This is an optimization exercise on Yosys and OpenROAD, whose aim is small area, not a production implementation. Only simulation tests tie the RTL to the original design; equivalence was not proved. Power and IR drop assume default switching activity.

[flow/design.v]
`timescale 1ns / 1ps
module ALU(
    input [7:0] A,
    input [7:0] B,
    output [7:0] Y
    );    
    assign Y = A + B;
endmodule
`timescale 1ns / 1ps
module ControlUnit(
    input [1:0] op,
    output reg ALUControl,
    output reg RegWrite,
    output reg MemRead,
    output reg MemWrite,
    output reg Branch
    );
    always @(op) begin
        case (op)
            2'b00: begin  
                ALUControl <= 1;
                RegWrite <= 1;
                MemRead <= 0;
                MemWrite <= 0;
                Branch <= 0;
            end
            2'b01: begin  
                ALUControl <= 0;
                RegWrite <= 1;
                MemRead <= 1;
                MemWrite <= 0;
                Branch <= 0;
            end
            2'b10: begin  
                ALUControl <= 0;
                RegWrite <= 0;
                MemRead <= 0;
                MemWrite <= 1;
                Branch <= 0;
            end
            2'b11: begin  
                ALUControl <= 0;
                RegWrite <= 0;
                MemRead <= 0;
                MemWrite <= 0;
                Branch <= 1;
            end
        endcase
    end
endmodule
`timescale 1ns / 1ps
module DataMemory(
	 input reset, 
    input clk,
    input [7:0] address,
    input [7:0] writeData,
    input MemWrite,
    input MemRead,
    output [7:0] readData
    );
    wire [7:0] memory [31:0];
    wire [4:0] index = address[4:0];
    genvar g;
    generate
        for (g = 0; g < 32; g = g + 1) begin : word
            reg [7:0] q;
            always @(posedge clk or posedge reset) begin
                if (reset)
                    q <= (g < 16) ? g : (8'd0 - (g - 16));
                else if (MemWrite && index == g)
                    q <= writeData;
            end
            assign memory[g] = q;
        end
    endgenerate
    assign readData = (MemRead) ? memory[index] : writeData;
endmodule
`timescale 1ns / 1ps
module Hex_to_7seg(
    input [3:0] hex,
    output reg [6:0] seg
    );
    always @ (hex) begin
        case (hex)
            4'd0: seg = 7'b0111111;  
            4'd1: seg = 7'b0000110;  
            4'd2: seg = 7'b1011011;  
            4'd3: seg = 7'b1001111;  
            4'd4: seg = 7'b1100110;  
            4'd5: seg = 7'b1101101;  
            4'd6: seg = 7'b1111101;  
            4'd7: seg = 7'b0000111;  
            4'd8: seg = 7'b1111111;  
            4'd9: seg = 7'b1101111;  
            4'd10: seg = 7'b1110111;  
            4'd11: seg = 7'b1111100;  
            4'd12: seg = 7'b0111001;  
            4'd13: seg = 7'b1011110;  
            4'd14: seg = 7'b1111001;  
            4'd15: seg = 7'b1110001;  
            default: seg = 7'b0000000;  
        endcase
    end
endmodule
`timescale 1ns / 1ps
module ProgramCounter(
    input clk,
    input reset,
    input [7:0] nextPC,
    output reg [7:0] PC
    );
    always @(posedge clk or posedge reset) begin
        if (reset)
            PC <= 8'b0;
        else
            PC <= nextPC;
    end
endmodule
`timescale 1ns / 1ps
module RegisterFile(
	 input reset,
    input [1:0] rs, rt, rd,
    input [7:0] writeData,
    input RegWrite,
    input clk,
    output [7:0] rsData, rtData
    );
    reg [7:0] registers [3:0];
always @(posedge clk or posedge reset) begin
    if (reset) begin
        registers[0] <= 8'b00000000;
        registers[1] <= 8'b00000000;
        registers[2] <= 8'b00000000;
        registers[3] <= 8'b00000000;
    end else if (RegWrite) begin
        registers[rd] <= writeData;
    end
end
    assign rsData = registers[rs];
    assign rtData = registers[rt];
endmodule
`timescale 1ns / 1ps
module Microprocessor(
    input oscillator,
    input reset,
    input [7:0] instruction,
    output [6:0] seg1,
    output [6:0] seg2,
    output [6:0] seg3,
    output [6:0] seg4,
    output [7:0] PC
);
    wire clk;
    wire [7:0] nextPC;
    wire [1:0] rs, rt, rd, RegisterDestination, operation;
    wire [7:0] rsData, rtData, writeData, ALUResult, MemoryResult, MemoryAddress;
    wire RegWrite, MemRead, MemWrite, Branch;
    assign clk = oscillator;
    assign rs = instruction[5:4];
    assign rt = instruction[3:2];
    assign rd = instruction[1:0];
    assign operation = instruction[7:6];
    ControlUnit cu(
        .op(instruction[7:6]),
        .ALUControl(ALUControl),
        .RegWrite(RegWrite),
        .MemRead(MemRead),
        .MemWrite(MemWrite),
        .Branch(Branch)
    );
	 assign writeData = (operation==2'b00) ? ALUResult 
	 			: (operation == 2'b11) ? {6'b000000, rd}
	 			: MemoryResult;
	 assign RegisterDestination = ALUControl ? rd : rt;
    RegisterFile rf(
        .reset(reset),
        .rs(rs),
        .rt(rt),
        .rd(RegisterDestination),
        .writeData(writeData),
        .RegWrite(RegWrite),
        .clk(clk),
        .rsData(rsData),
        .rtData(rtData)
    );
    ALU alu(
        .A(rsData),
        .B(rtData),
        .Y(ALUResult)
    );
	 assign MemoryAddress = (rd == 2'b00) ? rsData :
									(rd ==2'b01) ? rsData + 8'b00000001:
									(rd ==2'b10) ? rsData - 8'b00000010:
									(rd ==2'b11) ? rsData - 8'b00000001 :
									rsData;
    DataMemory dm(
        .reset(reset),
        .clk(clk),
        .address(MemoryAddress),
        .writeData(rtData),
        .MemWrite(MemWrite),
        .MemRead(MemRead),
        .readData(MemoryResult)
    );
    ProgramCounter pc(
        .clk(clk),
        .reset(reset),
        .nextPC(nextPC),
        .PC(PC)
    );
	 assign nextPC = (rd == 2'b00) ? PC + 1 :
                    (rd == 2'b01) ? (Branch ? PC + 2 : PC + 1) :
                    (rd == 2'b10) ? (Branch ? PC - 1 : PC + 1) :
                    (rd == 2'b11) ? (Branch ? PC : PC + 1) :
                    PC + 1;
    Hex_to_7seg display1(
        .hex(writeData[7:4]),
        .seg(seg1)
    );
    Hex_to_7seg display2(
        .hex(writeData[3:0]),
        .seg(seg2)
    );
	 Hex_to_7seg display3(
        .hex(PC[7:4]),
        .seg(seg3)
    );
    Hex_to_7seg display4(
        .hex(PC[3:0]),
        .seg(seg4)
    );
endmodule
[flow/constraint.sdc]
create_clock -name core_clock -period 10.0 [get_ports {oscillator}]
set_input_delay 2.0000 -clock core_clock [delete_from_list [all_inputs] [get_ports {oscillator}]]
set_output_delay 2.0000 -clock core_clock [all_outputs]
set_load 0.01 [all_outputs]
[flow/run.sh]
#!/bin/bash
# synth_recipe.tcl (not shown) runs the flow's synth.tcl, then flattens the netlist and writes it again
# the make line also repeats each setting of config.mk as NAME=value (left out here)
make -C /OpenROAD-flow-scripts/flow DESIGN_CONFIG=/design/flow/config.mk WORK_HOME=/design/flow/orfs CLKGATE_MAP_FILE= SYNTH_SCRIPT=/design/flow/synth_recipe.tcl finish
[flow/config.mk]
export PLATFORM = sky130hd
export DESIGN_NAME = Microprocessor
export DESIGN_NICKNAME = Microprocessor
export VERILOG_FILES = /design/flow/design.v
export SDC_FILE = /design/flow/constraint.sdc
export NUM_CORES = 4
export LEC_CHECK = 0
export CAP_MARGIN = 20
export CORE_MARGIN = 2
export CORE_UTILIZATION = 40
export SLEW_MARGIN = 20
==> out/metrics.cfg <==
[setup_path]
end_kind=output port
start_kind=input pin
crit_family=simple AND/OR/NAND/NOR gates
cp.required_ns=8.00
crit_top_cell=buf_4
slowest_delay_ns=0.80
arrival_ns=7.65
worstPathMaxFanout=10
cp_num_buf_inv=5
cp_slowest_cell=nor3_1
path_class=input pin to output port
path_cells=dlymetal6s2s_1, mux4_2, buf_4, ha_1, nor3_1, a211o_1, nand3_1, buf_4, nor3_1, a221oi_1, nand4_1, a211o_1, a21oi_2, buf_4, ha_1, a21oi_1, o21ai_0, o21ai_0, clkdlybuf4s50_1

[layout]
nets=1670
post-route-util=0.4789
area.growth.synth_to_final_pct=17.89
multi_input_area_mm2=0.008687
drive_gt1_frac=0.3922
seqCellArea_mm2=0.007562
fillers=3804

[timing]
period_needed_ns=9.646
hold_slack_ns=0.4991
slew_viol_final=0
rsz0062_at_grt=false
hold_viol=0
fmax_mhz=103.7
fin_crit_sh=0.9646
slew_headroom=0.2130
setup_viol=0
tightest_slew_ns=1.174
setup_tns_ns=0
finClkSkew_ns=0.01667
fin_ws_ns=0.3538

[grt]
grt_max_degree=145
grt_pass1_wl_mm=90.58
first_global_vias=13473
grt_usage=0.2805
grt_remaining_overflow=0
antenna_found_initial=2

[placement]
dp_hpwl_mm=43.06
routabilityCongestion=1.022
portBuffers=45
dp_slack_ns=-0.1592

[die]
die_y_um=207.9
die_x_um=207.9
start_util=0.4063
core_mm2=0.04092
die_area_mm2=0.04321
io_pins=46
num_rows=74

[logic_synthesis]
synth-main-ff-cell=dfrtp_1
ys_seq_area_frac=0.4548
avgSynthCellArea_um2=11.07
netlist_area_mm2=0.01663
yosys_warnings=7
synth_top_area_share=0.2589
synth_nets=1560
ys_ff_latch=296
yosys.area_share.simple=0.1127
synthMuxAreaShare=0.2261
async_flop_share=1.000
synthAdderAreaFrac=0.03657
yosysTopAreaCell=dfrtp_1
synth_compound_area_frac=0.1278
synth_xor_area_frac=0.008429
synth_edf_count=0
syn_inst=1502
synth.area.top_cells=dfrtp_1 26%, dfstp_2 20%, mux2_2 18%
yosysUniqueCellTypes=89
synth_top_family_by_area=multiplexers

[clocking]
clock_sinks=296
tritoncts=done
clk_pin_slew_worst_paths_ns=0.06
cts_max_level=2
clkLatencyLatePin_ns=0.55
postCtsHoldBufs=0
cts_buffers=34
cts_buffer_depth=3
cts_root_buf=clkbuf_16

[pwr]
power.leakage_uw=0.008419
p_total_uw=5197
ir_drop_uv=134.5
power_density_mw_per_mm2=265.1

[hold_path]
hold_path.class=flop to flop

[route]
drc=0
dr_total_vias=13429
drtPass1Iterations=5
viasPerCell=6.188
antenna_left=0
drt_wl_total_mm=60.76
routedWlPerCell_um=28.00
first_iter_violations=1466

[status]
status=complete, no violations

[run]
maxCapViolCount=0

[routing by layer]
| metal | wire [um] | global-route usage | vias to the layer above |
|---|---|---|---|
| li1 | - | - | 5816 |
| met1 | 25570 | 0.3795 | 6813 |
| met2 | 27760 | 0.4379 | 635 |
| met3 | 4393 | 0.04826 | 163 |
| met4 | 3026 | 0.1343 | 2 |
| met5 | 13 | 0 | - |
[per-stage QoR]
step / area, um2 / cells
floorplan: 16630 / 1502
detailed placement: 18430 / 2105
global route: 19600 / 2170
CTS: 19530 / 2167
finish: 19600 / 2170
global placement: 18410 / 2105
[worst min-delay path, cell delays in order, from the launching register on]
cell and delay, ns:
dfrtp_1 0.35, nand2_1 0.05, o21ai_0 0.06
[logic make-up (layout without fill, tap and decap cells)]
group,Yosys count,in the layout
AOI/OAI and AO/OA,304,304
and+or+nand+nor,384,384
muxes,321,321
xor gates and xnor gates,16,16
buffers and inverters,133,268
DFF,296,296
adders and majority gates,48,48
other,0,1
[cells in the final DEF (no fill, tap or decap), types with 16 or more instances in the layout]
master | synthesis | routed
mux2_2 | 266 | 266
dfrtp_1 | 172 | 172
nand2_1 | 139 | 139
dfstp_2 | 124 | 124
buf_4 | 4 | 122
o21ai_0 | 69 | 69
nor2_1 | 55 | 53
nand3_1 | 50 | 50
ha_1 | 47 | 47
a21oi_1 | 46 | 46
clkdlybuf4s50_1 | 0 | 43
nor3_1 | 57 | 40
a22oi_1 | 39 | 39
mux2i_1 | 36 | 36
clkbuf_16 | 0 | 35
inv_1 | 32 | 31
a31oi_1 | 25 | 24
nand4_1 | 19 | 19
mux4_2 | 16 | 16
nor3_2 | 1 | 16
[registers in the layout, indices dropped and copies added (netlist names)]
name,cells
dm.word.q,256
rf.registers,32
pc.PC,8
[where the power goes]
| group | total, uW | switching, uW | internal [uW] |
|---|---|---|---|
| combinational | 2220 | 1320 | 908 |
| sequential | 1770 | 247 | 1520 |
| clock | 1200 | 516 | 687 |
[area by class of cell]
cell class,count,share of cell area
repair buffers,173,0.07603
inverters,34,0.006894
well taps,532,0.03396
flip-flops and latches,296,0.3858
clock buffers,50,0.05011
clock inverters,11,0.003830
multi-input cells,1073,0.4432
diodes,1,0.0001277
[cell usage after synthesis (5+ instances only)]
| library cell | n |
|---|---|
| a211oi_1 | 7 |
| buf_1 | 10 |
| a22o_1 | 13 |
| and2_1 | 5 |
| nor2b_1 | 5 |
| dfstp_2 | 124 |
| nand3_1 | 50 |
| nand4_1 | 19 |
| a32oi_1 | 12 |
| a21oi_1 | 46 |
| a31oi_1 | 25 |
| buf_2 | 17 |
| a22oi_1 | 39 |
| inv_1 | 32 |
| ha_1 | 47 |
| nand2b_1 | 5 |
| mux4_2 | 16 |
| mux2i_1 | 36 |
| xnor2_1 | 13 |
| o31ai_1 | 7 |
| o22ai_1 | 6 |
| o211ai_1 | 5 |
| or4_1 | 5 |
| a221oi_1 | 5 |
| nor2_1 | 55 |
| nand2_1 | 139 |
| mux2_2 | 266 |
| o21ai_1 | 9 |
| dfrtp_1 | 172 |
| nor3_1 | 57 |
| o21ai_0 | 69 |
| and3_1 | 7 |
| a221o_1 | 5 |
| a2111oi_0 | 7 |
| clkbuf_1 | 65 |
[final timing paths]
check,startpoint,endpoint,slack [ns],cells after the start
hold reg to reg,rf.registers[3][6],rf.registers[3][6],0.50,2
min in group asynchronous,reset,dm.word[31].q[3],1.85,2
setup / recovery,instruction[5],seg1[3],0.35,19
setup reg to reg,rf.registers[1][1],rf.registers[1][7],4.86,17
max in group asynchronous,reset,rf.registers[0][6],6.28,4
hold / removal,rf.registers[3][6],rf.registers[3][6],0.50,2
[repair_timing]
| item | 4_1_cts | 5_1_grt |
|---|---|---|
| setup endpoints to repair | 10 | 14 |
| setup buffers | 1 | 1 |
| resized for setup | 3 | 5 |
| pin swaps | 0 | 1 |

[re-timing with driven ports]
Ports are ideal in the flow. The routed layout listed here was re-timed in OpenROAD. Step 1, drivers: a clkbuf_16 drives oscillator and a buf_2 each remaining input, both assumed. Step 2, shift: input delay + t, output delay - t, t = (earliest + latest rising clock arrival at the registers) / 2. This alone moves slack from input paths to output paths. Slacks: ideal / step 1 / step 2; pairs: ideal / step 1.
shift t [ns]: 0.599
slack for setup (ns): 0.354 / 0.314 / 0.314
latest minus earliest clock arrival (ns): 0.021 / 0.021
slew at the worst register clock pin (ns): 0.06 / 0.06
After both steps this run still meets setup and hold. The setup slack of this run moves by -0.040 ns with the drivers and by -0.040 ns with both steps.
